From an optimization exercise on the open Yosys and OpenROAD flow, aimed at small area, a short achievable clock period and few clock cycles per item; shortcuts taken in it are not production practice. Function was checked by simulation only, so behaviour that the tests miss may differ from the original. The clock port is modelled as an ideal driver, which makes a skipped or thinned clock tree look cheaper than it is; a real chip needs a root buffer or a tree. No activity file was given, so power comes from the tool's default toggle rates.

Design Encoder, start of the top module:
module Encoder(clk, reset, start, p_text, m_key, done, c_text);
Size in the first run: roughly 1100 cells after synthesis, roughly 210 I/O pins, roughly 0.0079 mm² of cells after synthesis.
==> flow/config.mk <==
export PLATFORM = sky130hd
export DESIGN_NAME = Encoder
export DESIGN_NICKNAME = Encoder
export VERILOG_FILES = /design/flow/design.v
export SDC_FILE = /design/flow/constraint.sdc
export NUM_CORES = 4
export LEC_CHECK = 0
export CAP_MARGIN = 20
export CORE_MARGIN = 2
export CORE_UTILIZATION = 60
export CTS_BUF_LIST = sky130_fd_sc_hd__clkbuf_4 sky130_fd_sc_hd__clkbuf_8
export PLACE_DENSITY = 0.7
export SETUP_SLACK_MARGIN = 1.8
export SLEW_MARGIN = 20
export SYNTH_HIERARCHICAL = 1
==> flow/constraint.sdc <==
create_clock -name core_clock -period 3.5 [get_ports {clk}]
set_input_delay 0.7000 -clock core_clock [delete_from_list [all_inputs] [get_ports {clk}]]
set_output_delay 0.7000 -clock core_clock [all_outputs]
set_load 0.01 [all_outputs]
standard.sh (not shown) runs the stock make flow with config.mk's settings and CLKGATE_MAP_FILE= SYNTH_SCRIPT=/design/flow/synth_recipe.tcl, a recipe that flattens the netlist after the stock synthesis.
==> flow/flow/run.sh <==
#!/bin/bash
# The standard layout, with plain buf_1 cells as the port buffers.
set -uo pipefail
export BUFFER_PORTS_ARGS="-buffer_cell sky130_fd_sc_hd__buf_1"
bash standard.sh > standard_flow.log 2>&1
Testbench counts at the start, summed over its fixed seeds: cycles 13,312, items 512.
Edit:
- CORE_UTILIZATION: 60 -> 40
- CTS_BUF_LIST: sky130_fd_sc_hd__clkbuf_4 sky130_fd_sc_hd__clkbuf_8 -> not set
- PLACE_DENSITY: 0.7 -> not set
Outcome: Final area is lower by 2.6%; setup slack improves by 210 ps; via count is lower by 10%; synthesized cell count stays the same; global-route usage is lower by 10 points; power is lower by 4.8%; worst hold slack improves by 5.8 ps; die area is higher by 48%; routed wire length is lower by 11%.
Edit:
==> flow/run.sh (new file) <==
#!/bin/bash
# synth_recipe.tcl (not shown) runs the flow's synth.tcl, then flattens the netlist and writes it again
# the make line also repeats each setting of config.mk as NAME=value (left out here)
make -C /OpenROAD-flow-scripts/flow DESIGN_CONFIG=/design/flow/config.mk WORK_HOME=/design/flow/orfs CLKGATE_MAP_FILE= SYNTH_SCRIPT=/design/flow/synth_recipe.tcl finish
- SETUP_SLACK_MARGIN: 1.8 -> 1.5
removed: flow/flow/run.sh
removed: flow/standard.sh
=>
- core utilization went up by 1.1 points
- clock-buffer cell count is unchanged
- die area is unchanged
- setup slack is worse by 210 ps
Edit:
- SETUP_SLACK_MARGIN: 1.5 -> not set
Outcome: Wire length came out lower by a few percent. Core utilization came out lower by 0.12 points. Count of clock-buffer cells in the layout stays the same.

Another version of the RTL of Encoder (not shown whole).
Size in the first run: about 1000 cells after synthesis, ~160 flip-flops, ~210 I/O pins, ~8500 um^2 of cells after synthesis.
==> flow/config.mk <==
export PLATFORM = sky130hd
export DESIGN_NAME = Encoder
export DESIGN_NICKNAME = Encoder
export VERILOG_FILES = /design/flow/design.v
export SDC_FILE = /design/flow/constraint.sdc
export NUM_CORES = 4
export LEC_CHECK = 0
export CAP_MARGIN = 20
export CORE_MARGIN = 2
export CORE_UTILIZATION = 50
export SETUP_SLACK_MARGIN = 1.8
export SLEW_MARGIN = 20
export SYNTH_HIERARCHICAL = 1
==> flow/constraint.sdc <==
create_clock -name core_clock -period 3.5 [get_ports {clk}]
set_input_delay 0.7000 -clock core_clock [delete_from_list [all_inputs] [get_ports {clk}]]
set_output_delay 0.7000 -clock core_clock [all_outputs]
set_load 0.01 [all_outputs]
==> flow/flow/run.sh <==
#!/bin/bash
# The standard layout, with plain buf_1 cells as the port buffers and a
# hand-built two-level clock tree (flow/clock_tree.tcl) in place of TritonCTS.
set -uo pipefail
export BUFFER_PORTS_ARGS="-buffer_cell sky130_fd_sc_hd__buf_1"
export PRE_CTS_TCL="$PWD/flow/clock_tree.tcl"
bash standard.sh > standard_flow.log 2>&1
==> flow/flow/clock_tree.tcl <==
# Sourced by ORFS's cts.tcl (PRE_CTS_TCL) after the placed design is loaded:
# builds a two-level clock tree (clock port -> 4 clkbuf_16 -> 8 clkbuf_16 ->
# flip-flops, each last-level buffer serving the flip-flops of one region),
# and replaces TritonCTS for this run.
source [file join [file dirname [info script]] clock_tree_lib.tcl]
manual_clock_tree2 2 2 2 4 sky130_fd_sc_hd__clkbuf_16 sky130_fd_sc_hd__clkbuf_16
set_propagated_clock [all_clocks]
rename clock_tree_synthesis tritoncts_not_used
proc clock_tree_synthesis { args } {
  puts "clock_tree_synthesis skipped: the clock tree was built by flow/clock_tree.tcl"
}
Other scripts of this flow, unchanged in this note and not shown: flow/flow/clock_tree_lib.tcl
The starting point passed the timing, design-rule and antenna checks.
Testbench counts at the start, summed over its fixed seeds: cycles 13,312, items 512.
Then changed:
==> flow/flow/clock_tree.tcl (replaced) <==
# Sourced by ORFS's cts.tcl (PRE_CTS_TCL) after the placed design is loaded:
# builds a two-level clock tree (clock port -> 2 clkbuf_16 -> 8 clkbuf_16 ->
# flip-flops, each last-level buffer serving the flip-flops of one region),
# and replaces TritonCTS for this run.
source [file join [file dirname [info script]] clock_tree_lib.tcl]
manual_clock_tree2 1 2 2 4 sky130_fd_sc_hd__clkbuf_16 sky130_fd_sc_hd__clkbuf_16
set_propagated_clock [all_clocks]
rename clock_tree_synthesis tritoncts_not_used
proc clock_tree_synthesis { args } {
  puts "clock_tree_synthesis skipped: the clock tree was built by flow/clock_tree.tcl"
}
Settings changed: CORE_UTILIZATION 50 to 40.
Outcome:
- register-to-register slack is better by 0.11 ns
- die area came out higher by 24%
- sequential share of layout area hardly moves
- core utilization came out lower by 13 points
- routed wire length came out higher by 2.9%
- fmax came out higher by 6.5%
- flip-flop and latch count stays the same
- via count came out higher by 0.45%
- synthesized area is unchanged
- worst setup slack is better by 0.11 ns
- design area came out higher by 0.34%
Then changed:
Settings changed: SETUP_SLACK_MARGIN 1.8 to 1.95.
After rerunning: Cell area increases by 16%; worst hold slack gets worse by 0.0065 ns; worst setup slack gets better by 0.064 ns; wire length increases by 12%; core utilization increases by 7.6 points; global-route usage increases by 1.9 points; power increases by 19%; maximum frequency increases by 4.0%; final cell count increases by 4.9%.
Then changed:
==> flow/flow/clock_tree.tcl (replaced) <==
# Sourced by ORFS's cts.tcl (PRE_CTS_TCL) after the placed design is loaded:
# builds a two-level clock tree (clock port -> 4 clkbuf_16 -> 8 clkbuf_16 ->
# flip-flops, each last-level buffer serving the flip-flops of one region),
# and replaces TritonCTS for this run.
source [file join [file dirname [info script]] clock_tree_lib.tcl]
manual_clock_tree2 2 2 2 4 sky130_fd_sc_hd__clkbuf_16 sky130_fd_sc_hd__clkbuf_16
set_propagated_clock [all_clocks]
rename clock_tree_synthesis tritoncts_not_used
proc clock_tree_synthesis { args } {
  puts "clock_tree_synthesis skipped: the clock tree was built by flow/clock_tree.tcl"
}
Settings changed: PLACE_DENSITY set to 0.75, SETUP_SLACK_MARGIN 1.95 to 1.8.
After rerunning: Design area decreases by roughly a tenth; critical path depth decreases by 4; routed wire length decreases by a few percent; total power decreases by about a fifth; setup slack is worse by 0.096 ns; global-route usage decreases by 0.59 points; final cell count decreases by a few percent; combinational power decreases by a quarter to a third; first-iteration DRC count increases by well over a third; clock skew is about the same; synthesized cell count is unchanged.
No run of this note takes its clock network from TritonCTS; it comes from the design's own scripts or RTL.

==> static timing again, ports no longer ideal <==
Ports are ideal in the flow. The routed layouts listed here were re-timed in OpenROAD.
Step 1 sets driving cells, clkbuf_16 on the clock port and buf_2 on the other inputs (assumed; they add their load-dependent delay and slew).
Step 2 adds t to the input delays and takes it off the output delays; t is the mean of the earliest and latest rising clock arrival at the registers after step 1. Input paths then give back, and output paths get back, about the clock's delay inside the block.
Three values: ideal, step 1, step 2; two values: the first two.
run	t, ns	setup slack, ns	cell pins on the clock port's net
the first run of note 1	0.505	1.595 / 1.595 / 1.595	1
the second run of note 1	0.475	1.804 / 1.763 / 1.804	1
the third run of note 1	0.475	1.598 / 1.550 / 1.404	1
the fourth run of note 1	0.468	1.114 / 1.114 / 1.114	1
the first run of note 2	0.365	1.725 / 1.726 / 1.726	4
the second run of note 2	0.369	1.834 / 1.774 / 1.834	2
the third run of note 2	0.369	1.898 / 1.862 / 1.814	2
the fourth run of note 2	0.376	1.802 / 1.745 / 1.802	4
After both steps every run listed still meets setup and hold. The setup slack of the third run of note 1, which loses most, moves by -0.048 ns with the drivers and by -0.194 ns with both steps.
